What follows belongs to an exercise in optimizing a design on an open flow for small area, a short achievable clock period and few clock cycles; a production flow would make more cautious choices.
In this exercise RTL edits were held to simulation tests only and were not proved equivalent to the original.

==> flow/design.v (outline; a module is shown in full before it is edited, if it fits) <==
// module RFC_CORDIC: 314 lines
// module Dual_mode_neuron: 331 lines
// module mul27_cs: 1077 lines
module Dual_mode_neuron (
    input wire clk,
    input wire rstn,
    input wire mode,     
    input wire signed [26 : 0] i_in,    
    output reg signed [26 : 0] v,
    output reg signed [26:0] h_0,
    output reg done
);
  // ...
==> flow/run.sh <==
#!/bin/bash
# synth_recipe.tcl (not shown) runs the flow's synth.tcl, then flattens the netlist and writes it again
# the make line also repeats each setting of config.mk as NAME=value (left out here)
make -C /OpenROAD-flow-scripts/flow DESIGN_CONFIG=/design/flow/config.mk WORK_HOME=/design/flow/orfs CLKGATE_MAP_FILE= SYNTH_SCRIPT=/design/flow/synth_recipe.tcl finish
==> flow/config.mk <==
export PLATFORM = sky130hd
export DESIGN_NAME = Dual_mode_neuron
export DESIGN_NICKNAME = Dual_mode_neuron
export VERILOG_FILES = /design/flow/design.v
export SDC_FILE = /design/flow/constraint.sdc
export NUM_CORES = 8
export LEC_CHECK = 0
export CAP_MARGIN = 20
export CORE_MARGIN = 2
export CORE_UTILIZATION = 40
export PLACE_DENSITY = 0.75
export SETUP_SLACK_MARGIN = 2
export SLEW_MARGIN = 20
==> flow/constraint.sdc <==
create_clock -name core_clock -period 11.0 [get_ports {clk}]
set_input_delay 2.2000 -clock core_clock [delete_from_list [all_inputs] [get_ports {clk}]]
set_output_delay 2.2000 -clock core_clock [all_outputs]
set_load 0.01 [all_outputs]
==> metrics.md, run 1 <==
| Metric | Value |
|---|---|
| Status | finished clean |
| CTS tree | built |
| WP buf/inv | 2 |
| Nets | 11,600 |
| Uppermost layer routed | met5 |
| Met2 WL | 154,000 µm |
| Die X | 482 µm |
| Compound-cell area share of the yosys netlist | 0.188 |
| Clk tree area frac | 0.0369 |
| Clk root buf | clkbuf_16 |
| Max FFs per register | 45 |
| Pre-CTS setup slack | 1710 ps |
| First drt pass iteration count | 22 |
| Ranking of synthesized cells by area | edfxtp_1, fa_1, ha_1 |
| Total track usage | 0.326 |
| Crit-path max cell delay | 690 ps |
| Primary FF master, synth | edfxtp_1 |
| Num CTS Buffers | 104 |
| Die area | 0.232 mm² |
| Die span in y | 482 µm |
| Net Count, Synth | 11,600 |
| Post-synth top area share | 0.180 |
| #MultiIn Comb | 7,738 |
| Port Buffers | 84 |
| DP HPWL | 278,000 µm |
| Met3 WL | 62,800 µm |
| Final WL | 390,000 µm |
| Initial Utilization | 0.402 |
| Crit path arrival time | 9620 ps |
| Min setup slack post-route | 1900 ps |
| First-pass GRT wire length | 560,000 µm |
| Min cycle time layout | 9100 ps |
| Setup_tns | 0 ps |
| Adder-cell share of the synthesized area | 0.242 |
| Biggest regs | pr0 x45, pr1 x44 |
| Vias post-DR | 86,800 |
| CP Depth | 26 |
| Synth Area in XOR/XNOR | 0.0699 |
Testbench counts, summed over its fixed seeds: cycles 801,219.
==> inputs of run 2 (changes only) <==
--- a/flow/config.mk
+++ b/flow/config.mk
@@ -9,5 +9,5 @@
 export CORE_MARGIN = 2
 export CORE_UTILIZATION = 40
 export PLACE_DENSITY = 0.75
-export SETUP_SLACK_MARGIN = 2
+export SETUP_SLACK_MARGIN = 4
 export SLEW_MARGIN = 20
==> metrics.md, run 2 <==
| Metric | Value |
|---|---|
| Status | finished clean |
| Syn-to-layout area delta | 20.2% |
| Cells after Synth | 10,200 |
| Final WL | 413,000 µm (+5.8%) |
| Worst setup path category | register to register |
| Final period util | 0.707 |
| Max_slew headroom | 0.0924 |
| Sink Count | 911 |
| FF+latch count, synth | 911 |
| Congestion Overflow GR | 0 |
| CTS tree | built |
| Most frequent cells in the layout | nand2_1, inv_1, buf_4 |
| Yosys Warn Count | 2 |
| Antenna violation net count after detailed routing | 0 |
| Clk root buf | clkbuf_16 |
| Critical path's slowest cell | edfxtp_1 |
| Vias per cell | 6.55 |
| Setup_tns | 0 ps (unchanged) |
| Max Clock Freq | 0.129 GHz |
| Worst path most repeated cell | buf_4 |
| DP HPWL | 279,000 µm (+0.60%) |
| Average wire per standard cell | 29.8 µm |
| Final Hold Fails | 0 |
| Count leader, synth | nand2_1 |
| Core area | 0.227 mm² |
| Startpoint Class | register |
| Total track usage | 0.342 (+0.0160) |
| CP endpoint kind | register |
| DR iter-0 viols | 15,600 |
| Uppermost layer routed | met5 |
| Num CTS Buffers | 106 (+1.9%) |
| Clk buf depth | 3 |
| R2r startpoint | engine.y[2] |
| Pre-CTS setup slack | 1750 ps (+36.8 ps) |
| Layout cells sized above 1 | 0.189 |
| Min setup slack post-route | 3220 ps (+1320 ps) |
| Hold_buf cts | 0 |
| WHS Endpoint | MO[26] |
| MaxCap Viol Count | 0 |
| Synth area leader | edfxtp_1 |
| Crit path arrival time | 8320 ps (-1300 ps) |
| Largest net degree at the start of global routing | 107 |
| Clock latency on the worst-skew pair | 820 ps |
| Vias post-DR | 90,600 (+4.4%) |
| I/O pins | 85 |
| Die span in y | 482 µm (unchanged) |
| Initial Utilization | 0.402 (unchanged) |
| RePlAce Congestion | 1.09 |
| Row count | 175 |
| Synth top cells by count | nand2_1, inv_1, ha_1 |
| Hold depth | 0 |
| Seq/Total Area, Yosys | 0.270 |
| Initial antenna violation count | 37 |
| Clock input transition at the sequential cells of the worst setup and hold paths | 70 ps |
| Clock Skews | 82.6 ps |
| HP Start | psg |
| Post-synth top area share | 0.180 (unchanged) |
| Met3 WL | 68,100 µm (+8.6%) |
| Crit-path max cell delay | 630 ps (-60 ps) |
| Netlist cell types | 110 |
| Mapped cell area | 0.0914 mm² |
| Transition time of the tightest slew-check pin | 1350 ps |
| Net Count, Synth | 11,600 (unchanged) |
| Post-synth EDFFs | 548 |
| First-pass GRT wire length | 588,000 µm (+4.9%) |
| Final Slew Violations | 0 |
| Most flop-heavy register | pr0 |
| Hold crit path type | register to register |
| First drt pass iteration count | 17 (-23%) |
| Primary FF master, synth | edfxtp_1 |
| Min cycle time layout | 7780 ps (-1320 ps) |
| Number of global-route vias before repair | 86,000 |
| Die X | 482 µm (unchanged) |
| Synth Area per Inst | 8.97 µm² |
| RSZ-0062 raised after global routing | true |
| H-tree levels | 3 |
| Commonest non-fill, non-tap cell in the layout | nand2_1 |
| Metal-1 WL | 145,000 µm |
| Met2 WL | 162,000 µm (+5.2%) |
| Port Buffers | 84 (unchanged) |
| Nets | 12,100 (+4.5%) |
| Max FFs per register | 45 (unchanged) |
| Required time of the worst setup path | 11,550 ps |
| DR DRC count | 0 |
| Biggest regs | pr0 x45, pr1 x44 |
| RR Endpoint | engine.y[7] |
| Ranking of synthesized cells by area | edfxtp_1, fa_1, ha_1 |
| Share of synthesized registers carrying an async set or reset | 0.207 |
| Reg2reg path depth | 38 |
| Die area | 0.232 mm² (unchanged) |
| Final setup viols | 0 |
| Critical path peak fanout | 10 |
run 2: changes by cell type in the layout (fill, tap and decap cells not counted), moves of 36 or more:
| cell | change |
|---|---|
| o21ai_1 | +36 |
| o21ai_2 | +38 |
| buf_6 | +86 |
| nor2_1 | -48 |
| ha_1 | -40 |
| o21ai_0 | -80 |
| buf_12 | +37 |
| a21oi_1 | -72 |
| a21oi_2 | +62 |
| buf_4 | +376 |
run 2: worst max path at each step:
stage	slack, ps	end	from	cells after the start
floorplan	3840	engine.s[20]	engine.y[0]	38
global placement	1870	engine.y[18]	engine.z[5]	32
detailed placement	1750	engine.y[18]	engine.z[5]	32
CTS	3580	engine.s[20]	engine.x_tmp[21]	38
global route	3150	engine.y[7]	engine.y[0]	40
finish	3220	engine.y[7]	engine.y[2]	38
run 2: timing repair:
action                                  in CTS  in global routing
gates resized for setup                    622                351
pin swaps                                  245                180
setup buffers                              454                152
endpoints found under the setup margin     249                134
cloned                                      16                  5
run 2: worst max-delay path, delay by kind of cell, from the launching register on:
family,cells,cell delay (ps)
buf+inv,9,1550
fa+ha+maj,2,670
xor+xnor,2,360
flops,1,630
simple gates,5,940
compound gates,18,2900
mux,2,430
run 2: per-stage QoR:
stage / hold slack, ps / util / instances / area (µm²)
after detailed placement: 314 / 0.426 / 13000 / 96900
after floorplan: 310 / - / 10200 / 92000
after global routing: 336 / 0.483 / 13800 / 110000
after global placement: 319 / 0.426 / 13000 / 96900
after CTS: 328 / 0.471 / 13600 / 107000
final: 330 / 0.484 / 13800 / 110000
run 2: cell type report:
class	count	area, µm²
antenna	38	95.1
inverter	913	3560
tap	3009	3760
fill	20700	117000
clock inverter	59	648
multi-input combinational	7744	65000
sequential	911	24700
timing repair buffer	1021	9000
timing repair inverter	2	38.8
clock buffer	142	3040
run 2: per-layer routing:
| metal | GRT usage | vias up |
|---|---|---|
| met3 | 0.156 | 2334 |
| met4 | 0.222 | 28 |
| li1 | - | 37200 |
| met5 | 0.0100 | - |
| met2 | 0.476 | 7984 |
| met1 | 0.422 | 43100 |
run 2: logic make-up (layout without fill, tap and decap cells):
kind of cell	count (synthesis)	in the layout	synth area share
buffers and inverters	1549	2137	0.0645
other	0	38	0
XOR/XNOR	730	733	0.0699
flip-flops	911	911	0.270
multiplexers	209	209	0.0243
adder cells (fa/ha/maj)	1399	1399	0.242
AO/OA/AOI/OAI	2657	2657	0.188
AND/OR/NAND/NOR	2743	2746	0.141

==> separate check: timing with driven ports <==
No port has a modelled driver above. Below, the same layouts with a new extraction and two added sets of constraints. Step 1 assumes that a clkbuf_16 drives the clock port and a buf_2 every other input. Step 2 moves the port delays by t, midway between the first and last clock arrival at a register: inputs arrive t later, outputs are due t later. That takes back most of the time a late clock gives input paths. Three values: ideal, step 1, step 2; two values: the first two.
run | shift t [ns] | setup slack, ns | hold slack, ns
run 1 | 0.873 | 1.898 / 1.898 / 1.642 | 0.348 / 0.348 / 0.348
run 2 | 0.857 | 3.222 / 3.222 / 3.216 | 0.330 / 0.330 / 0.330
After both steps setup and hold are still met in every run listed. The setup slack of run 1, which loses most, moves by 0.000 ns with the drivers and by -0.256 ns with both steps.
